From an optimization exercise on the open Yosys and OpenROAD flow, aimed at small area, a short achievable clock period and few clock cycles per item; shortcuts taken in it are not production practice. Only simulation tests tie the RTL to the original design; equivalence was not proved. Power and IR drop assume default switching activity.

orange:
// shift_add_multiplier
module shift_add_multiplier #(
    parameter integer WIDTH = 16
) (
    input wire clk,
    input wire reset_n,
    input wire tvalid_slave_1,
    input signed [WIDTH-1:0] tdata_slave_1,
    output wire tready_slave_1,
    input wire tvalid_slave_2,
    input signed [WIDTH-1:0] tdata_slave_2,
    output wire tready_slave_2,
    output reg tvalid_master,
    output reg signed [WIDTH-1:0] tdata_master,
    input wire tready_master
);
Settings: LEC_CHECK=0, CAP_MARGIN=20, CORE_MARGIN=2, CORE_UTILIZATION=40, SETUP_SLACK_MARGIN=1.0, SLEW_MARGIN=20, SYNTH_HIERARCHICAL=1; clock period 5.0 ns.
run.sh (not shown) runs the stock make flow with config.mk's settings and CLKGATE_MAP_FILE= SYNTH_SCRIPT=/design/flow/synth_recipe.tcl, a recipe that flattens the netlist after the stock synthesis.
orange reached the final stage; the timing, DRC and antenna checks on its layout passed.
Testbench counts of orange, summed over its fixed seeds: cycles 1,216, items 1,200.
Setup changes, orange to red
Settings: SETUP_SLACK_MARGIN no longer set, was 1.0.
==> run notes <==
- [compare] base=orange new=red: register-to-register setup slack fell 0.42 ns, number of buffers other than clock buffers in the final layout now smaller, detailed placer's ending HPWL shows a reduction of 490 µm.
- For net switching power of the design, dividing the value from orange by the value from red gives 1.11.
- Compared to orange, red shows a narrower setup margin.

---

job 101:
Another version of the RTL of shift_add_multiplier (not shown whole).
Size: ~410 cells after synthesis, about 90 flip-flops, about 56 I/O pins.
export LEC_CHECK = 0
export CAP_MARGIN = 20
export CORE_MARGIN = 2
export CORE_UTILIZATION = 40
export SETUP_SLACK_MARGIN = 2.6
export SLEW_MARGIN = 20
export SYNTH_HIERARCHICAL = 1
create_clock -name core_clock -period 5.0 [get_ports {clk}]
Job 101 closes out successfully: all stages finished, all timing, DRC and antenna checks passed.
Testbench counts of job 101, summed over its fixed seeds: cycles 1,224, items 1,200.
#### Input delta (job 102 over job 101)
--- a/flow/config.mk
+++ b/flow/config.mk
@@ -11 +10,0 @@
-export SETUP_SLACK_MARGIN = 2.6
## What came out
In job 102 the shortest clock period the worst path allows after layout turned out 0.80 ns higher than in job 101. Per the comparison of job 102 with job 101, non-filler instance count after layout dropped 85, core utilization dropped 9.6 points, sequential share of layout area climbed 6.2 points. Comparing job 102 and job 101, depth of the critical timing path with buffers and inverters included is higher on job 101. Total wire length in job 102 vs job 101: down 14%. Compared to job 101, job 102 has design area 1400 µm² lower. Compared with job 101, job 102 shows vias after detailed routing lower by 471. Per the comparison of job 102 with job 101, total power down about 13%, worst hold slack flat.
Inputs modified between job 102 and job 103:
--- a/flow/config.mk
+++ b/flow/config.mk
@@ -10,0 +11 @@
+export SETUP_SLACK_MARGIN = 2.2
## What came out
- From job 103 to job 102, final count of hold timing violations did not move at all.
- Going from job 102 to job 103, final cell count saw an increase; hold slack dropped 0.0055 ns.
- Job 103 reports a lower share of the final layout cell area in sequential cells than job 102 does.
- Number of buffer and inverter stages on the critical path ended up 4 higher on job 103 than on job 102.
- Between job 103 and job 102, it is job 103 whose global-route usage is higher, by 0.31 points.

---

umber:
shift_add_multiplier, a different RTL version from the one above (not shown whole).
Size: about 410 cells after synthesis, roughly 90 flip-flops, roughly 5900 um^2 of cells after synthesis.
export LEC_CHECK = 0
export CAP_MARGIN = 20
export CORE_MARGIN = 2
export CORE_UTILIZATION = 40
export CTS_BUF_LIST = sky130_fd_sc_hd__clkbuf_8
export SETUP_SLACK_MARGIN = 2.2
export SLEW_MARGIN = 20
export SYNTH_HIERARCHICAL = 1
create_clock -name core_clock -period 5.0 [get_ports {clk}]
standard.sh (not shown) runs the stock make flow with config.mk's settings and CLKGATE_MAP_FILE= SYNTH_SCRIPT=/design/flow/synth_recipe.tcl, a recipe that flattens the netlist after the stock synthesis.
==> flow/flow/run.sh <==
#!/bin/bash
# The standard layout (standard.sh), with the port buffers that global
# placement inserts made from the smallest buffer cell instead of the default.
set -euo pipefail
export BUFFER_PORTS_ARGS="-buffer_cell sky130_fd_sc_hd__buf_1"
bash standard.sh > standard.log 2>&1
Having completed the whole flow, umber delivered a layout that passed the timing, DRC and antenna checks.
Testbench counts of umber, summed over its fixed seeds: cycles 1,224, items 1,200.
Input changes introduced in fjord (baseline for comparison: umber):
# umber
export LEC_CHECK = 0
export CAP_MARGIN = 20
export CORE_MARGIN = 2
export CORE_UTILIZATION = 40
export CTS_BUF_LIST = sky130_fd_sc_hd__clkbuf_8
export SETUP_SLACK_MARGIN = 2.2
export SLEW_MARGIN = 20
export SYNTH_HIERARCHICAL = 1
create_clock -name core_clock -period 5.0 [get_ports {clk}]
# fjord
export LEC_CHECK = 0
export CAP_MARGIN = 0
export CORE_MARGIN = 2
export CORE_UTILIZATION = 40
export GPL_TIMING_DRIVEN = 0
export SETUP_SLACK_MARGIN = 2.2
export SLEW_MARGIN = 0
export SYNTH_HIERARCHICAL = 1
create_clock -name core_clock -period 5.0 [get_ports {clk}]
Results
Core util | fjord vs umber | fjord lower
fjord -> umber: post-synthesis instance area delta 0, exact match
From umber to fjord the numbers moved as follows: number of cells produced by synthesis has remained practically unchanged; cell count has decreased; overall power after layout has increased.
[inputs] tundra vs fjord
# fjord
export LEC_CHECK = 0
export CAP_MARGIN = 0
export CORE_MARGIN = 2
export CORE_UTILIZATION = 40
export GPL_TIMING_DRIVEN = 0
export SETUP_SLACK_MARGIN = 2.2
export SLEW_MARGIN = 0
export SYNTH_HIERARCHICAL = 1
create_clock -name core_clock -period 5.0 [get_ports {clk}]
# tundra
export LEC_CHECK = 0
export CAP_MARGIN = 20
export CORE_MARGIN = 2
export CORE_UTILIZATION = 40
export SETUP_SLACK_MARGIN = 2.2
export SLEW_MARGIN = 20
export SYNTH_HIERARCHICAL = 1
create_clock -name core_clock -period 5.0 [get_ports {clk}]
Notes after the runs:
- Of tundra and fjord, the run reporting the higher proportion of power drawn by combinational gates was fjord.
- Going from fjord to tundra, global-route usage grows by 0.37 points.
- Setup slack: tundra > fjord
- The number of filler instances in the final layout of tundra and that of fjord are within noise of each other.
- Run comparison: fjord timing startpoint of the critical path pipe_s128; tundra timing startpoint of the critical path pipe_s126
For onyx, these inputs were changed with respect to tundra:
# tundra
export LEC_CHECK = 0
export CAP_MARGIN = 20
export CORE_MARGIN = 2
export CORE_UTILIZATION = 40
export SETUP_SLACK_MARGIN = 2.2
export SLEW_MARGIN = 20
export SYNTH_HIERARCHICAL = 1
create_clock -name core_clock -period 5.0 [get_ports {clk}]
# onyx
export LEC_CHECK = 0
export CAP_MARGIN = 20
export CORE_MARGIN = 2
export CORE_UTILIZATION = 40
export SETUP_SLACK_MARGIN = 2.5
export SLEW_MARGIN = 20
export SYNTH_HIERARCHICAL = 1
create_clock -name core_clock -period 5.0 [get_ports {clk}]
==> comparison <==
onyx consumes more power than tundra does.
The run showing the greater power attributed to the clock group is onyx.
tundra has lower final worst-path cycle share than onyx.
Diff tundra -> onyx: sequential share of power now sits lower; worst setup margin went down by 0.032 ns; share of final-layout standard cells stronger than drive strength 1 increased by 5.8 points relative to the old numbers.

-- afterwards: timing with drivers on the ports --
How much do the figures lean on ideal ports? The routed layouts below were timed once more, with nothing changed but the port constraints.
Step 1, drivers: a clkbuf_16 drives clk and a buf_2 each remaining input, both assumed.
Step 2 times the ports against the registers' clock, not the clock port: input delays grow and output delays shrink by t, the midpoint of the rising clock arrivals with the driver on.
a / b / c = ideal ports / drivers / drivers and shift; a / b = the first two.
| run | t, ns | slack for setup (ns) | hold slack, ns | worst setup path after step 2 | slew at the worst register clock pin (ns) |
|---|---|---|---|---|---|
| orange | 0.344 | 0.936 / 0.936 / 0.936 | 0.506 / 0.506 / 0.506 | register to register | 0.07 / 0.07 |
| red | 0.335 | 0.518 / 0.518 / 0.518 | 0.518 / 0.518 / 0.518 | register to register | 0.08 / 0.08 |
| job 101 | 0.390 | 2.157 / 2.126 / 2.126 | 0.426 / 0.426 / 0.426 | input to output | 0.07 / 0.07 |
| job 102 | 0.389 | 1.353 / 1.353 / 1.353 | 0.425 / 0.425 / 0.425 | register to register | 0.06 / 0.06 |
| job 103 | 0.399 | 2.160 / 2.129 / 2.129 | 0.419 / 0.419 / 0.419 | input to output | 0.06 / 0.06 |
| umber | 0.411 | 2.202 / 2.202 / 2.202 | 0.427 / 0.427 / 0.427 | register to register | 0.09 / 0.09 |
| fjord | 0.388 | 2.180 / 2.180 / 2.180 | 0.419 / 0.419 / 0.419 | register to register | 0.06 / 0.06 |
| tundra | 0.388 | 2.200 / 2.200 / 2.200 | 0.420 / 0.420 / 0.420 | register to register | 0.06 / 0.06 |
| onyx | 0.391 | 2.169 / 2.169 / 2.169 | 0.420 / 0.420 / 0.420 | register to register | 0.06 / 0.06 |
After both steps every run listed still meets setup and hold.
